From an optimization exercise on the open Yosys and OpenROAD flow, aimed at small area and a short achievable clock period; shortcuts taken in it are not production practice.
Function was checked by simulation only, so behaviour that the tests miss may differ from the original.
Power figures rest on the tool's default switching activity, not on a simulated workload.

Setup of build 12:
Design fp_multiplier, start of the top module:
module fp_multiplier (
    input         sign,
    input         clk,
    input         rst,
    input  [16:0] a,
    input  [16:0] b,
    output [17:0] out,
    output reg    overflow,
    output reg    underflow
);
==> flow/config.mk <==
export PLATFORM = sky130hd
export DESIGN_NAME = fp_multiplier
export DESIGN_NICKNAME = fp_multiplier
export VERILOG_FILES = /design/flow/design.v
export SDC_FILE = /design/flow/constraint.sdc
export NUM_CORES = 4
export LEC_CHECK = 0
export CAP_MARGIN = 20
export CORE_MARGIN = 2
export CORE_UTILIZATION = 40
export SETUP_SLACK_MARGIN = 5
export SLEW_MARGIN = 20
export SYNTH_HIERARCHICAL = 1
==> flow/constraint.sdc <==
create_clock -name core_clock -period 8.0 [get_ports {clk}]
set_input_delay 1.6000 -clock core_clock [delete_from_list [all_inputs] [get_ports {clk}]]
set_output_delay 1.6000 -clock core_clock [all_outputs]
set_load 0.01 [all_outputs]
standard.sh (not shown) runs the stock make flow with config.mk's settings and CLKGATE_MAP_FILE= SYNTH_SCRIPT=/design/flow/synth_recipe.tcl, a recipe that flattens the netlist after the stock synthesis.
==> flow/flow/run.sh <==
#!/bin/bash
# Standard layout, with a plain buffer (buf_2) on every input and output port
# and no dummy clock loads in the clock tree.
set -euo pipefail
bash standard.sh "BUFFER_PORTS_ARGS=-buffer_cell sky130_fd_sc_hd__buf_2" \
  "SETUP_SLACK_MARGIN=5.3" "CTS_ARGS=-sink_clustering_enable -repair_clock_nets -dont_use_dummy_load" finish > make_finish.log 2>&1
#### Input delta (build 11 over build 12)
Settings: SETUP_SLACK_MARGIN changed from 5 to 4.8.
==> flow/flow/run.sh <==
#!/bin/bash
# Standard layout, with a plain buffer (buf_2) on every input and output port,
# a clock tree of clkbuf_8 cells and no dummy clock loads.
set -euo pipefail
bash standard.sh "BUFFER_PORTS_ARGS=-buffer_cell sky130_fd_sc_hd__buf_2" \
  "CTS_ARGS=-sink_clustering_enable -repair_clock_nets -dont_use_dummy_load -buf_list sky130_fd_sc_hd__clkbuf_8" \
  finish > make_finish.log 2>&1
### Flow results
Compared to build 12, the router laid down less metal wire for build 11. NOTE: final period demand of the worst path in build 11 exceeds that of build 12. Between build 12 and build 11, fraction of the cycle the final worst path needs increased. The final layouts of build 11 and build 12 pass the timing, design-rule and antenna checks.
diff inputs: build 11 => build 78
Settings: a change of SETUP_SLACK_MARGIN from 4.8 to 5.
==> flow/run.sh (new file) <==
#!/bin/bash
# synth_recipe.tcl (not shown) runs the flow's synth.tcl, then flattens the netlist and writes it again
# the make line also repeats each setting of config.mk as NAME=value (left out here)
make -C /OpenROAD-flow-scripts/flow DESIGN_CONFIG=/design/flow/config.mk WORK_HOME=/design/flow/orfs CLKGATE_MAP_FILE= SYNTH_SCRIPT=/design/flow/synth_recipe.tcl finish
removed: flow/flow/run.sh
removed: flow/standard.sh
Notes after the runs:
Across both runs, violation count after the first detailed-route iteration was higher for build 78 than for build 11.
met1 as the layer with the highest usage was reported by build 11, and met2 by build 78.
Any difference in setup TNS between build 78 and build 11 is small enough to ignore.
Changes observed in build 78 relative to build 11: fraction of power consumed by the clock network rose 6.5 points; setup slack rose by 0.072 ns; clock-buffer cell count moved up; first-pass GRT wire length increased 5.0%.
The lower fraction of standard cell area that is sequential of build 11 and build 78 is in build 78.
Across both runs, hold slack was higher for build 78 than for build 11.
The inputs of build 29 differ from those of build 78 as listed below.
Settings: SETUP_SLACK_MARGIN now 4.5, was 5.
Results
[compare] base=build 78 new=build 29: normalized max-slew margin lost 22 points, share of synthesized cell area in full adder, half adder and majority cells now sits at about the same level, overall power went down, final hold slack lower, met3 capacity usage during global routing decreased by 0.88 points relative to the old numbers.

fp_multiplier, a different RTL version from the one above (not shown whole).
Size in the first run: ~970 cells after synthesis, roughly 130 flip-flops, ~57 I/O pins.
==> flow/design.v (excerpt) <==
module fp_multiplier (
    input         sign,
    input         clk,
    input         rst,
    input  [16:0] a,
    input  [16:0] b,
    output [17:0] out,
    output        overflow,
    output        underflow
);
clock: 8.0 ns
lec_check: 0
cap_margin: 20
core_margin: 2
core_utilization: 40
setup_slack_margin: 4.9
slew_margin: 20
synth_hierarchical: 1
==> flow/flow/run.sh <==
#!/bin/bash
# Standard layout, with a plain buffer (buf_2) on every input and output port,
# a clock tree of clkbuf_8 cells and no dummy clock loads.
set -euo pipefail
bash standard.sh "BUFFER_PORTS_ARGS=-buffer_cell sky130_fd_sc_hd__buf_2" \
  "CTS_ARGS=-sink_clustering_enable -repair_clock_nets -dont_use_dummy_load -buf_list sky130_fd_sc_hd__clkbuf_8" \
  finish > make_finish.log 2>&1
The baseline ran to the end with no violations.
Change:
==> flow/flow/run.sh (replaced) <==
#!/bin/bash
# Standard layout, with a plain buffer (buf_1) on every input and output port,
# a clock tree of clkbuf_8 cells and no dummy clock loads.
set -euo pipefail
bash standard.sh "BUFFER_PORTS_ARGS=-buffer_cell sky130_fd_sc_hd__buf_1" \
  "CTS_ARGS=-sink_clustering_enable -repair_clock_nets -dont_use_dummy_load -buf_list sky130_fd_sc_hd__clkbuf_8" \
  finish > make_finish.log 2>&1
Settings changed: CORE_UTILIZATION 40 to 50.
What happened: The changed run passed the timing, design-rule and antenna checks; routed wire length is lower by 0.89%; setup slack gets worse by 0.046 ns; fmax goes down by 1.5%; via count hardly moves; count of clock-buffer cells in the layout does not change; final cell count decreases by 4.7%.
Change:
Settings changed: CORE_UTILIZATION 50 to 30.
Utilization drops by 21 points.
Worst setup slack is worse by 0.0063 ns.
Cell area climbs by 2.2%.
Area after synthesis stays the same.
Change:
==> flow/flow/run.sh (replaced) <==
#!/bin/bash
# Standard layout, with a plain buffer (buf_2) on every input and output port,
# a clock tree of clkbuf_8 cells and no dummy clock loads.
set -euo pipefail
bash standard.sh "BUFFER_PORTS_ARGS=-buffer_cell sky130_fd_sc_hd__buf_2" \
  "CTS_ARGS=-sink_clustering_enable -repair_clock_nets -dont_use_dummy_load -buf_list sky130_fd_sc_hd__clkbuf_8" \
  finish > make_finish.log 2>&1
Settings changed: CORE_UTILIZATION 30 to 40, SETUP_SLACK_MARGIN 4.9 to 5.
Sequential share of layout area goes down by 0.66 points.
Global-route usage climbs by 5.0 points.
Setup slack gains 0.066 ns.
Combinational power climbs by a few percent.
Core utilization rose by 12 points.
Worst hold slack improves by 0.058 ns.
Maximum frequency rises by a few percent.
Change:
==> flow/flow/run.sh (replaced) <==
#!/bin/bash
# Standard layout, with a plain buffer (buf_1) on every input and output port,
# a clock tree of clkbuf_8 cells and no dummy clock loads.
set -euo pipefail
bash standard.sh "BUFFER_PORTS_ARGS=-buffer_cell sky130_fd_sc_hd__buf_1" \
  "CTS_ARGS=-sink_clustering_enable -repair_clock_nets -dont_use_dummy_load -buf_list sky130_fd_sc_hd__clkbuf_8" \
  finish > make_finish.log 2>&1
Settings changed: SETUP_SLACK_MARGIN 5 to 4.9.
The new run completed with no timing, DRC or antenna violations.
Routed wire length goes down by a few percent.
Worst setup slack got worse by 0.020 ns.
Combinational power decreases by a few percent.
Utilization went down by 2.2 points.
Sequential power climbs slightly.
Critical path depth came out higher by 1.
First-iteration DRC count rises by a few percent.
Maximum frequency falls slightly.
Total power went down by a few percent.
Flip-flop and latch count stays the same.

static timing again, ports no longer ideal:
The results above use ideal ports. As a check the final layouts listed here were re-extracted and re-timed, cells and wires unchanged. Step 1, drivers: a clkbuf_16 drives clk and a buf_2 each remaining input, both assumed. Step 2 adds t to the input delays and takes it off the output delays; t is the mean of the earliest and latest rising clock arrival at the registers after step 1. Input paths then give back, and output paths get back, about the clock's delay inside the block. a / b / c = no drivers / after step 1 / after step 2; a / b = the first two.
run	t, ns	setup WS [ns]	cell pins on the clock port's net
build 12	0.458	5.037 / 5.037 / 5.037	1
build 11	0.477	4.894 / 4.894 / 4.882	1
build 78	0.464	4.966 / 4.966 / 4.659	1
build 29	0.463	4.632 / 4.632 / 4.504	1
the first run of note 2	0.482	4.993 / 4.993 / 4.753	1
the second run of note 2	0.461	4.948 / 4.948 / 4.748	1
the third run of note 2	0.479	4.942 / 4.942 / 4.758	1
the fourth run of note 2	0.473	5.007 / 5.007 / 4.761	1
the fifth run of note 2	0.469	4.988 / 4.988 / 4.686	1
After both steps every run listed still meets setup and hold. For build 78, which loses most, drivers alone change the setup slack by 0.000 ns; drivers and shift together by -0.307 ns.
